Source: an optimization exercise on an open RTL-to-GDS flow (aim: small area and a short achievable clock period). Production flows keep margins and buffers that such runs may drop.
RTL that was checked went through simulation tests only; none was proved equivalent to the original.
Power figures rest on the tool's default switching activity, not on a simulated workload.

## OnboardTop
module OnboardTop(
    input   [15:0]  SW,
    output  [15:0]  LED,
    input           RST,
    input           JB_TCK,
    input           JB_TMS,
    input           JB_TDI,
    output          JB_TDO,
    output          JA_1,
    output          JA_2,
    output          JA_3,
    output          JA_4,
    output          JA_5,
    output          JC_1,
    output          JC_2,
    output          JC_3,
    output          JC_4
    );
    wire TCK = JB_TCK;
    wire TMS = JB_TMS;
    wire TDI = JB_TDI;
    localparam [3:0] S_TLR   = 4'd0,  S_RTI   = 4'd1,  S_SELDR = 4'd2,  S_CAPDR = 4'd3;
    localparam [3:0] S_SHDR  = 4'd4,  S_EX1DR = 4'd5,  S_PDR   = 4'd6,  S_EX2DR = 4'd7;
    localparam [3:0] S_UPDR  = 4'd8,  S_SELIR = 4'd9,  S_CAPIR = 4'd10, S_SHIR  = 4'd11;
    localparam [3:0] S_EX1IR = 4'd12, S_PIR   = 4'd13, S_EX2IR = 4'd14, S_UPIR  = 4'd15;
    localparam [3:0] CMD_BYPASS   = 4'b1111;
    localparam [3:0] CMD_SAMPLE   = 4'b0001;
    localparam [3:0] CMD_EXTEST   = 4'b0010;
    localparam [3:0] CMD_INTEST   = 4'b0011;
    localparam [3:0] CMD_IDCODE   = 4'b0100;
    localparam [3:0] CMD_RUNBIST  = 4'b0101;
    localparam [3:0] CMD_DATALOAD = 4'b0110;
    localparam [3:0] CMD_ADDRLOAD = 4'b0111;
    localparam [31:0] IDCODE = 32'hDEAD104D;
    localparam [2:0] B_IDLE = 3'd0, B_INIT = 3'd1, B_ASK = 3'd2, B_GET = 3'd3;
    localparam [2:0] B_IMP  = 3'd4, B_VER  = 3'd5, B_WAIT = 3'd6;
    reg  [3:0]  ts;          
    reg         clk_DR;      
    reg         clk_IR;      
    reg  [3:0]  sir;         
    reg         i_bypass;    
    reg         i_idcode;    
    reg         i_bsr;       
    reg         it;          
    reg         i_addr;      
    reg         i_dload;     
    reg         i_bist;      
    reg         bypass;
    reg  [5:0]  idcnt;       
    reg  [8:0]  sbsr;        
    reg  [4:0]  mbsr;        
    reg  [15:0] sr;          
    reg  [15:0] maddr;       
    reg         mrst;        
    reg         ben;         
    reg         tdo_q;
    reg  [4:0]  ja_q;        
    reg         sw_sel;      
    reg  [2:0]  bs;          
    reg  [7:0]  q;           
    reg  [7:0]  rdq;         
    reg         par;         
    reg  [15:0] q_hi;        
    reg  [15:0] q_lo;        
    reg  [31:0] q_lo_n;      
    reg  [3:0]  we4;         
    reg         mrst_n;      
  ...
For scale: ~79,000 sq um of cells after synthesis.
export LEC_CHECK = 0
export ABC_AREA = 1
export CAP_MARGIN = 20
export CORE_MARGIN = 2
export CORE_UTILIZATION = 50
export CTS_CLUSTER_DIAMETER = 80
export CTS_CLUSTER_SIZE = 30
export SETUP_SLACK_MARGIN = 3.8
export SLEW_MARGIN = 20
create_clock -name core_clock -period 7.0 [get_ports {JB_TCK}]
run.sh (not shown) runs the stock make flow with config.mk's settings and CLKGATE_MAP_FILE= SYNTH_SCRIPT=/design/flow/synth_recipe.tcl, a recipe that flattens the netlist after the stock synthesis.
Rerun with:
- ABC_AREA: 1 -> default
Synthesized area decreases slightly.
Global-route usage increases by 13 points.
Final area increases slightly.
Count of clock-buffer cells in the layout increases by 3.
Worst setup slack degrades by 0.28 ns.
Cell count decreases by a little under a tenth.
Flip-flop and latch count is unchanged.
Combinational power decreases by well over a third.
Total power decreases by about a fifth.
Sequential power decreases by a few percent.
No functional check of the RTL was part of any run of this note.

========
OnboardTop, a different RTL version from the one above (not shown whole).
Size: ~75000 um2 of cells after synthesis.
==> flow/design.v (excerpt) <==
module OnboardTop(
    input   [15:0]  SW,
    output  [15:0]  LED,
    input           RST,
    input           JB_TCK,
    input           JB_TMS,
    input           JB_TDI,
    output          JB_TDO,
    output          JA_1,
    output          JA_2,
    output          JA_3,
    output          JA_4,
    output          JA_5,
    output          JC_1,
    output          JC_2,
    output          JC_3,
    output          JC_4
    );
    wire TCK = JB_TCK;
    wire TMS = JB_TMS;
    wire TDI = JB_TDI;
    localparam [3:0] S_TLR   = 4'd0,  S_RTI   = 4'd1,  S_SELDR = 4'd2,  S_CAPDR = 4'd3;
    localparam [3:0] S_SHDR  = 4'd4,  S_EX1DR = 4'd5,  S_PDR   = 4'd6,  S_EX2DR = 4'd7;
    localparam [3:0] S_UPDR  = 4'd8,  S_SELIR = 4'd9,  S_CAPIR = 4'd10, S_SHIR  = 4'd11;
    localparam [3:0] S_EX1IR = 4'd12, S_PIR   = 4'd13, S_EX2IR = 4'd14, S_UPIR  = 4'd15;
    localparam [3:0] CMD_BYPASS   = 4'b1111;
    localparam [3:0] CMD_SAMPLE   = 4'b0001;
    localparam [3:0] CMD_EXTEST   = 4'b0010;
    localparam [3:0] CMD_INTEST   = 4'b0011;
    localparam [3:0] CMD_IDCODE   = 4'b0100;
    localparam [3:0] CMD_RUNBIST  = 4'b0101;
    localparam [3:0] CMD_DATALOAD = 4'b0110;
    localparam [3:0] CMD_ADDRLOAD = 4'b0111;
    localparam [31:0] IDCODE = 32'hDEAD104D;
    localparam [2:0] B_IDLE = 3'd0, B_INIT = 3'd1, B_ASK = 3'd2, B_GET = 3'd3;
    localparam [2:0] B_IMP  = 3'd4, B_VER  = 3'd5, B_WAIT = 3'd6;
    reg  [3:0]  ts;          
    reg         clk_DR;      
    reg         clk_IR;      
    reg  [3:0]  sir;         
    reg         i_bypass;    
    reg         i_idcode;    
  ...
export LEC_CHECK = 0
export ABC_AREA = 1
export CAP_MARGIN = 20
export CORE_MARGIN = 2
export CORE_UTILIZATION = 70
export CTS_CLUSTER_DIAMETER = 80
export CTS_CLUSTER_SIZE = 30
export PLACE_DENSITY = 0.9
export SETUP_SLACK_MARGIN = 4.0
export SLEW_MARGIN = 20
create_clock -name core_clock -period 7.0 [get_ports {JB_TCK}]
standard.sh (not shown) runs the stock make flow with config.mk's settings and CLKGATE_MAP_FILE= SYNTH_SCRIPT=/design/flow/synth_recipe.tcl, a recipe that flattens the netlist after the stock synthesis.
==> flow/flow/run.sh <==
#!/bin/bash
# Layout flow: the standard flow (standard.sh) with one step added after
# the standard synthesis: flow/rdtree.py rebuilds the memory read tree (the
# logic feeding the rdq registers) from sky130 cells in a balanced form, and
# yosys removes the old tree. Registers, their names and cell types are those
# of the standard synthesis. Each tool writes its output to a log here.
set -euo pipefail
here=$(pwd)
R=$here/orfs/results/sky130hd/OnboardTop/base
bash standard.sh synth > synth.log 2>&1
cp $R/1_2_yosys.v standard_synth.v
python3 flow/rdtree.py standard_synth.v patched.v > rdtree.log 2>&1
YOSYS=$FLOW_HOME/../tools/install/yosys/bin/yosys
LIB=$FLOW_HOME/platforms/sky130hd/lib/sky130_fd_sc_hd__tt_025C_1v80.lib
$YOSYS -p "read_liberty -lib $LIB; read_verilog patched.v; hierarchy -top OnboardTop; opt_clean -purge; stat -liberty $LIB; write_verilog -noattr -nohex -nodec $R/1_2_yosys.v" > yosys_patch.log 2>&1
rm -f $R/1_synth.odb $R/1_synth.sdc
bash standard.sh > layout.log 2>&1
Other scripts of this flow, unchanged in this note and not shown: flow/flow/rdtree.py
The baseline ran to the end with no violations.
Then changed:
Settings changed: GPL_ROUTABILITY_DRIVEN from default to 0, PLACE_DENSITY 0.9 to default.
Result: Worst hold slack stays flat; synthesized area stays the same; register-to-register slack is worse by 40 ps; cell count barely changes.
Then changed:
Settings changed: GPL_ROUTABILITY_DRIVEN 0 to default, SETUP_SLACK_MARGIN 4.0 to 4.1.
Effect:
- The changed run produced a clean layout
- design area climbs slightly
- utilization rose by 0.22 points
- routed wire length is higher slightly
- total power is about the same
- worst setup slack gets better by 110 ps
- hold slack stays flat
- via count hardly moves
- fmax climbs by a few percent
- die area does not change
Then changed:
Settings changed: SETUP_SLACK_MARGIN 4.1 to 4.0.
What happened:
- routed wire length hardly moves
- sequential share of layout area goes up by 0.24 points
- flip-flop and latch count does not change
- clock-buffer cell count does not change
- cell area falls by 0.44%

==> what the ideal ports hide <==
The flow's constraints put no driver on any port. The routed layouts listed below were extracted and timed again, unchanged, in two steps.
Step 1 assumes that a clkbuf_16 drives the clock port and a buf_2 every other input.
Step 2, shift: input delay + t, output delay - t, t = (earliest + latest rising clock arrival at the registers) / 2. This alone moves slack from input paths to output paths.
Slacks: ideal / step 1 / step 2; pairs: ideal / step 1.
run	t, ns	setup WS [ns]	worst setup path at the end	clock arrival spread, ns	worst slew at a driven data input, ns
the first run of note 1	0.846	3.754 / 3.754 / 3.275	input to register	0.059 / 0.058	0.07
the second run of note 1	0.883	3.476 / 3.476 / 3.020	input to register	0.081 / 0.082	0.06
the first run of note 2	0.792	3.822 / 3.822 / 3.344	input to register	0.044 / 0.044	0.07
the second run of note 2	0.797	3.779 / 3.779 / 3.404	input to register	0.038 / 0.039	0.06
the third run of note 2	0.814	3.884 / 3.845 / 3.439	input to register	0.041 / 0.041	0.06
the fourth run of note 2	0.808	3.858 / 3.830 / 3.378	input to register	0.041 / 0.042	0.05
After both steps every run listed still meets setup and hold. For the fourth run of note 2, which loses most, drivers alone change the setup slack by -0.028 ns; drivers and shift together by -0.480 ns.
